Source: an optimization exercise on an open RTL-to-GDS flow (aim: small area, a short achievable clock period and few clock cycles). Production flows keep margins and buffers that such runs may drop.
Function not checked in this run: the RTL went through the layout flow alone.

### design.v
module DCT(
	input                     clk,
	input                     rst_n,
	input                     in_valid,
	input  signed       [7:0] in_data,
	output logic              out_valid,
	output logic signed [9:0] out_data
);
function [31:0] csa16;
	input [15:0] a, b, c;
	reg [15:0] s, k;
	begin
		s = a ^ b ^ c;
		k = (a & b) | (a & c) | (b & c);
		csa16 = {k[14:0], 1'b0, s};
	end
endfunction
function [33:0] csa17;
	input [16:0] a, b, c;
	reg [16:0] s, k;
	begin
		s = a ^ b ^ c;
		k = (a & b) | (a & c) | (b & c);
		csa17 = {k[15:0], 1'b0, s};
	end
endfunction
logic [5:0] cnt;
always_ff @(posedge clk or negedge rst_n) begin
	if (!rst_n)
		cnt <= 6'd0;
	else if (cnt == 6'd0)
		cnt <= in_valid ? 6'd1 : 6'd0;
	else if (cnt == 6'd35)
		cnt <= 6'd0;
	else
		cnt <= cnt + 6'd1;
end
always_ff @(posedge clk or negedge rst_n) begin
	if (!rst_n)
		out_valid <= 1'b0;
	else
		out_valid <= (cnt >= 6'd20) && (cnt <= 6'd35);
end
logic [5:0] cm12;
logic [1:0] trow;      
logic       rot, bank_ld, m_rot, kf;
logic [1:0] osel;      
assign cm12 = cnt - 6'd12;
always_ff @(posedge clk) begin
	trow    <= cm12[3:2];
	rot     <= (cnt >= 6'd15) && (cnt <= 6'd27);
	bank_ld <= (cnt == 6'd18) || (cnt == 6'd22) || (cnt == 6'd26) || (cnt == 6'd30);
	m_rot   <= (cnt == 6'd20) || (cnt == 6'd24) || (cnt == 6'd28) || (cnt == 6'd32);
	kf      <= (cnt == 6'd21) || (cnt == 6'd25) || (cnt == 6'd29) || (cnt == 6'd33);
	osel    <= cnt[1:0] + 2'd1;
end
logic signed [7:0] sr [0:15];
integer j;
always_ff @(posedge clk) begin
	sr[0] <= rot ? sr[15] : in_data;
	for (j = 1; j < 16; j = j + 1)
		sr[j] <= sr[j-1];
end
logic signed [7:0] ta, tb, tc, td;
logic signed [7:0] pa, pb, qa, qb;
logic              psub, qsub;
assign ta = sr[0];
assign tb = sr[4];
assign tc = sr[8];
assign td = sr[12];
always_comb begin
	psub = (trow != 2'd0);
	qsub = (trow != 2'd0);
	pa = (trow == 2'd2) ? tb : ta;
	pb = (trow == 2'd0) ? td : (trow == 2'd2) ? ta : tb;
	qa = (trow == 2'd0) ? tb : (trow == 2'd1) ? td : tc;
	qb = (trow == 2'd0) ? tc : (trow == 2'd1) ? tc : td;
end
logic [9:0] p1w, q1w;
assign p1w = {pa[7], pa, 1'b1} + {pb[7] ^ psub, pb ^ {8{psub}}, psub};
assign q1w = {qa[7], qa, 1'b1} + {qb[7] ^ qsub, qb ^ {8{qsub}}, qsub};
logic signed [8:0] tp, tqv;
logic              teven;
always_ff @(posedge clk) begin
	tp    <= p1w[9:1];
	tqv   <= q1w[9:1];
	teven <= ~trow[0];
end
logic [15:0] xp, xq, xt1, xt2, xt3, xt4, xt5, xt6;
logic [15:0] xs1, xc1, xs2, xc2, xs3, xc3, xs, xc;
logic [7:0]  xlo;
assign xp  = {{7{tp[8]}}, tp};
assign xq  = {{7{tqv[8]}}, tqv};
assign xt1 = xp << 6;
assign xt2 = teven ? (xq << 6) : (xq << 5);
assign xt3 = teven ? 16'd0 : (xp << 4);
assign xt4 = teven ? 16'd0 : (xp << 1);
assign xt5 = teven ? 16'd0 : xp;
assign xt6 = teven ? 16'd0 : (xq << 1);
assign {xc1, xs1} = csa16(xt1, xt2, xt3);
assign {xc2, xs2} = csa16(xt4, xt5, xt6);
assign {xc3, xs3} = csa16(xs1, xc1, xs2);
assign {xc,  xs}  = csa16(xs3, xc3, xc2);
assign xlo = {1'b0, xs[6:0]} + {1'b0, xc[6:0]};
logic [8:0] ts, tc2;
logic       tc7, tnz;
always_ff @(posedge clk) begin
	ts  <= xs[15:7];
	tc2 <= xc[15:7];
	tc7 <= xlo[7];
	tnz <= (xlo[6:0] != 7'd0);
end
logic [8:0] ty;
assign ty = ts + tc2 + {8'd0, tc7};
logic signed [8:0] yq [0:3];
logic              cq [0:3];
always_ff @(posedge clk) begin
	yq[0] <= ty;  cq[0] <= ty[8] & tnz;
	yq[1] <= yq[0]; cq[1] <= cq[0];
	yq[2] <= yq[1]; cq[2] <= cq[1];
	yq[3] <= yq[2]; cq[3] <= cq[2];
end
logic signed [11:0] s0, s2;
logic signed [10:0] o0, o1;
assign s0 = 12'(yq[3]) + 12'(yq[2]) + 12'(yq[1]) + 12'(yq[0])
          + 12'(cq[3]) + 12'(cq[2]) + 12'(cq[1]) + 12'(cq[0]);
assign s2 = 12'(yq[3]) - 12'(yq[2]) - 12'(yq[1]) + 12'(yq[0])
          + 12'(cq[3]) - 12'(cq[2]) - 12'(cq[1]) + 12'(cq[0]);
assign o0 = 11'(yq[3]) - 11'(yq[0]) + 11'(cq[3]) - 11'(cq[0]);
assign o1 = 11'(yq[2]) - 11'(yq[1]) + 11'(cq[2]) - 11'(cq[1]);
logic signed [9:0] y0r, y2r, m1, m2;
logic              y0f, y2f;
always_ff @(posedge clk) begin
	y0r <= s0[10:1];
	y0f <= s0[11] & s0[0];
	if (bank_ld) begin
		y2r <= s2[10:1];
		y2f <= s2[11] & s2[0];
	end
	if (bank_ld) begin
		m1 <= o0[9:0];
		m2 <= o1[9:0];
	end else if (m_rot) begin
		m1 <= ~m2;
		m2 <= m1;
	end
end
logic [16:0] zm1, zm2;
logic [16:0] zs1, zc1, zs2, zc2, zs3, zc3, zs, zc;
logic [8:0]  zlo;
assign zm1 = {{7{m1[9]}}, m1};
assign zm2 = {{7{m2[9]}}, m2};
assign {zc1, zs1} = csa17(zm1 << 6, zm1 << 4, zm1 << 1);
assign {zc2, zs2} = csa17(zm1, zm2 << 5, zm2 << 1);
assign {zc3, zs3} = csa17(zs1, zc1, zs2);
assign {zc,  zs}  = csa17(zs3, zc3, zc2);
assign zlo = {2'b0, zs[6:0]} + {2'b0, zc[6:0]} + (kf ? 9'd83 : 9'd0);
logic [9:0] zsh, zch;
logic [1:0] zc7;
logic       znz;
always_ff @(posedge clk) begin
	zsh <= zs[16:7];
	zch <= zc[16:7];
	zc7 <= zlo[8:7];
	znz <= (zlo[6:0] != 7'd0);
end
logic [9:0] zh;
logic [9:0] om;
logic       of;
assign zh = zsh + zch + {8'd0, zc7};
always_comb begin
	case (osel)
		2'd0: begin om = y0r; of = y0f; end
		2'd2: begin om = y2r; of = y2f; end
		default: begin om = zh; of = zh[9] & znz; end
	endcase
end
always_ff @(posedge clk)
	out_data <= om + {9'd0, of};
endmodule
### run.sh
#!/bin/bash
# synth_recipe.tcl (not shown) runs the flow's synth.tcl, then flattens the netlist and writes it again
# the make line also repeats each setting of config.mk as NAME=value (left out here)
make -C /OpenROAD-flow-scripts/flow DESIGN_CONFIG=/design/flow/config.mk WORK_HOME=/design/flow/orfs CLKGATE_MAP_FILE= SYNTH_SCRIPT=/design/flow/synth_recipe.tcl finish
### config.mk
export PLATFORM = sky130hd
export DESIGN_NAME = DCT
export DESIGN_NICKNAME = DCT
export VERILOG_FILES = /design/flow/design.v
export SDC_FILE = /design/flow/constraint.sdc
export NUM_CORES = 4
export LEC_CHECK = 0
export CAP_MARGIN = 20
export CORE_MARGIN = 2
export CORE_UTILIZATION = 40
export SLEW_MARGIN = 20
### constraint.sdc
create_clock -name core_clock -period 10.5 [get_ports {clk}]
set_input_delay 2.1000 -clock core_clock [delete_from_list [all_inputs] [get_ports {clk}]]
set_output_delay 2.1000 -clock core_clock [all_outputs]
set_load 0.01 [all_outputs]
==> impl_metrics.yaml <==
run_status:
  status: "complete, no violations"
sta:
  worst_pin_slew_ns: 0.908
  hold_viol_final: 0
  finalSetupViolCount: 0
  fmax_mhz: 239
  fin_setup_tns_ns: 0
  finClkSkew_ns: 0.0146
  maxSlewHeadroom: 0.394
  rsz0062_at_grt: "no"
  drv_slew: 0
  finalCritPeriodShare: 0.399
  period_needed_ns: 4.19
placed_design:
  dpl-instance-area_sq_mm: 0.0168
  hpwl_um: 22200
  place_congestion: 0.820
  place_inst: 1957
  portBuffers: 21
clocking:
  clk_latency_ns: 0.58
  cts_tree: "done"
  cts_made_buffers: 31
  clkTransAtPathRegs_ns: 0.06
  htree_levels: 1
  cts-root-buf: "clkbuf_16"
  ctsResizeCount: 0
  cts_setup_buffers: 0
  clockBufferDepth: 3
  clkSinkCount: 297
  cts_hold_buf: 0
synthesis:
  synth_top_area_share: 0.324
  synth_xor_area_frac: 0.0499
  synth_nets: 1759
  ys_async_sr_fraction: 0.0236
  synth_area_leaders: "dfxtp_1 32%, fa_1 16%, ha_1 14%, edfxtp_1 5.8%, inv_1 5.2%"
  synth_mux_area_frac: 0.0323
  syn_inst: 1433
  synth_edf_count: 31
  ys_seq_area_frac: 0.394
  synth_top_family_by_area: "adder cells"
  syn-cell-area_sq_mm: 0.0160
  synth_compound_area_frac: 0.0811
  ys.flop_type: "dfxtp_1"
  yosys.area_share.adder: 0.308
  synthSimpleGateAreaFrac: 0.0756
  synth_top_area_cell: "dfxtp_1"
  synth_seq_cells: 297
  syn_area_per_cell_sq_um: 11.2
  synth_cell_types: 71
  yosysWarnings: 4
worst_setup_path:
  path_class: "reg2reg"
  worstPathArrival_ns: 4.52
  start_kind: "flip-flop"
  rr_worst_depth: 14
  critPathRequiredTime_ns: 10.83
  timing.reg2reg.setup_slack_ns: 6.31
  endpoint_kind: "flip-flop"
  startpoint: "yq[1][0]"
  r2r-start: "yq[1][0]"
  critPathMaxFanout: 4
  r2r-end: "y2f"
  endpoint: "y2f"
routing:
  ant_nets: 0
  avgViaCountPerCell: 4.70
  dr.pass1.iters: 5
  route.detailed.drc: 0
  drtIter0Drc: 309
  wire_per_inst_um: 14.0
  vias: 9455
  wirelength_um: 28200
layout:
  final_common_cell: "dfxtp_1"
  nFillCells: 3631
  area_growth_pct: 11.3
  layout.nets: 1791
  stdcell_count: 2013
  design_area_sq_mm: 0.0178
  final_cell_mix: "257 x dfxtp_1, 222 x inv_1, 185 x ha_1"
  diodes: 0
  drive_gt1_frac: 0.0645
floorplanning:
  dieArea_sq_mm: 0.0416
  initial_core_util: 0.404
  num_io_pins: 22
  core_sq_mm: 0.0395
  die_w_um: 204
  die_h_um: 204
  fp-row-count: 73
flow_run:
  cap_violations: 0
worst_hold_path:
  hold_class: "reg2reg"
grt:
  globalRouteOverflowTotal: 0
  first_global_vias: 9911
  grt_antenna_before_repair: 0
  grt_pass1_wl_um: 48200
  track_usage: 0.143
  grt_start_max_net_pins: 58
[worst max-delay path, cell delays in order, from the launching register on]
cell and delay [ns]:
dfxtp_1 0.42, inv_1 0.09, fa_1 0.45, fa_1 0.52
inv_1 0.05, fa_1 0.38, fa_1 0.53, inv_1 0.05
ha_1 0.20, a21oi_1 0.20, o211ai_1 0.15, o41ai_1 0.39
o21ai_0 0.20, xnor2_1 0.16, and2_1 0.16
[registers in the layout (all words and copies together) (netlist names), 4 cells and up]
register and count:
m2 10, zsh 10, out_data 10, tc2 9
yq 36, cq 4, cnt 6, sr 128
m1 10, tqv 9, tp 9, zch 10
ts 9, y0r 10, y2r 10
[per-layer routing]
metal | track usage | vias up | part of all wire
li1 | - | 4781 | -
met1 | 0.185 | 4523 | 0.47
met2 | 0.246 | 98 | 0.47
met3 | 0.0206 | 53 | 0.027
met4 | 0.0472 | 0 | 0.031
met5 | 0 | - | 0
[cells in the mapped netlist, drive strengths merged, types with 24 or more instances]
master	count
xnor2	56
fa	130
nor2b	26
o21ai	46
inv	222
nand2	63
ha	185
nor2	59
mux2	26
a21oi	49
edfxtp	31
dfxtp	259
nor3	24
xor2	35
[stage by stage]
step,util,hold slack (ns),setup WS (ns)
2_1_floorplan,-,0.310,6.59
3_3_place_gp,0.424,0.310,6.40
3_5_place_dp,0.424,0.312,6.32
4_1_cts,0.450,0.323,6.31
5_1_grt,0.450,0.330,6.05
6_report,0.450,0.324,6.31
[kinds of logic after synthesis]
group	Yosys count
adders and majority gates	315
xor gates and xnor gates	91
buffers and inverters	248
and+or+nand+nor	238
DFF	297
AOI/OAI and AO/OA	197
muxes	47
[worst min path at each step]
stage                   start        end  slack [ns]  depth (start not counted)
finish              sr[14][3]  sr[15][3]        0.32                          0
global route        sr[11][6]  sr[12][6]        0.33                          0
CTS                 sr[14][3]  sr[15][3]        0.32                          0
detailed placement   sr[5][5]   sr[6][5]        0.31                          0
global placement    sr[14][3]  sr[15][3]        0.31                          0
floorplan            sr[9][0]  sr[10][0]        0.31                          0
[area by class of cell]
| type | instances | area, sq um | share of cell area |
|---|---|---|---|
| Multi-Input combinational cell | 888 | 8730 | 0.491 |
| Sequential cell | 297 | 6290 | 0.354 |
| Clock buffer | 43 | 882 | 0.0496 |
| Inverter | 223 | 837 | 0.0471 |
| Tap cell | 525 | 657 | 0.0369 |
| Timing Repair Buffer | 24 | 233 | 0.0131 |
| Clock inverter | 13 | 148 | 0.00830 |

==> port drivers added, routing unchanged <==
In the flow no input, the clock included, has a driving cell. The finished layout below was timed again as built, in two steps.
Step 1: set_driving_cell puts a clkbuf_16 on clk and a buf_2 on each other input, an assumption about the parent block.
Step 2 adds t to the input delays and takes it off the output delays; t is the mean of the earliest and latest rising clock arrival at the registers after step 1. Input paths then give back, and output paths get back, about the clock's delay inside the block.
Slacks: ideal ports / drivers / drivers and shift; pairs: ideal ports / drivers.
shift t [ns]: 0.621
setup slack, ns: 6.314 / 6.314 / 6.314
hold WS [ns]: 0.324 / 0.324 / 0.324
After both steps setup and hold are still met in this run. The setup slack of this run moves by 0.000 ns with the drivers and by 0.000 ns with both steps.
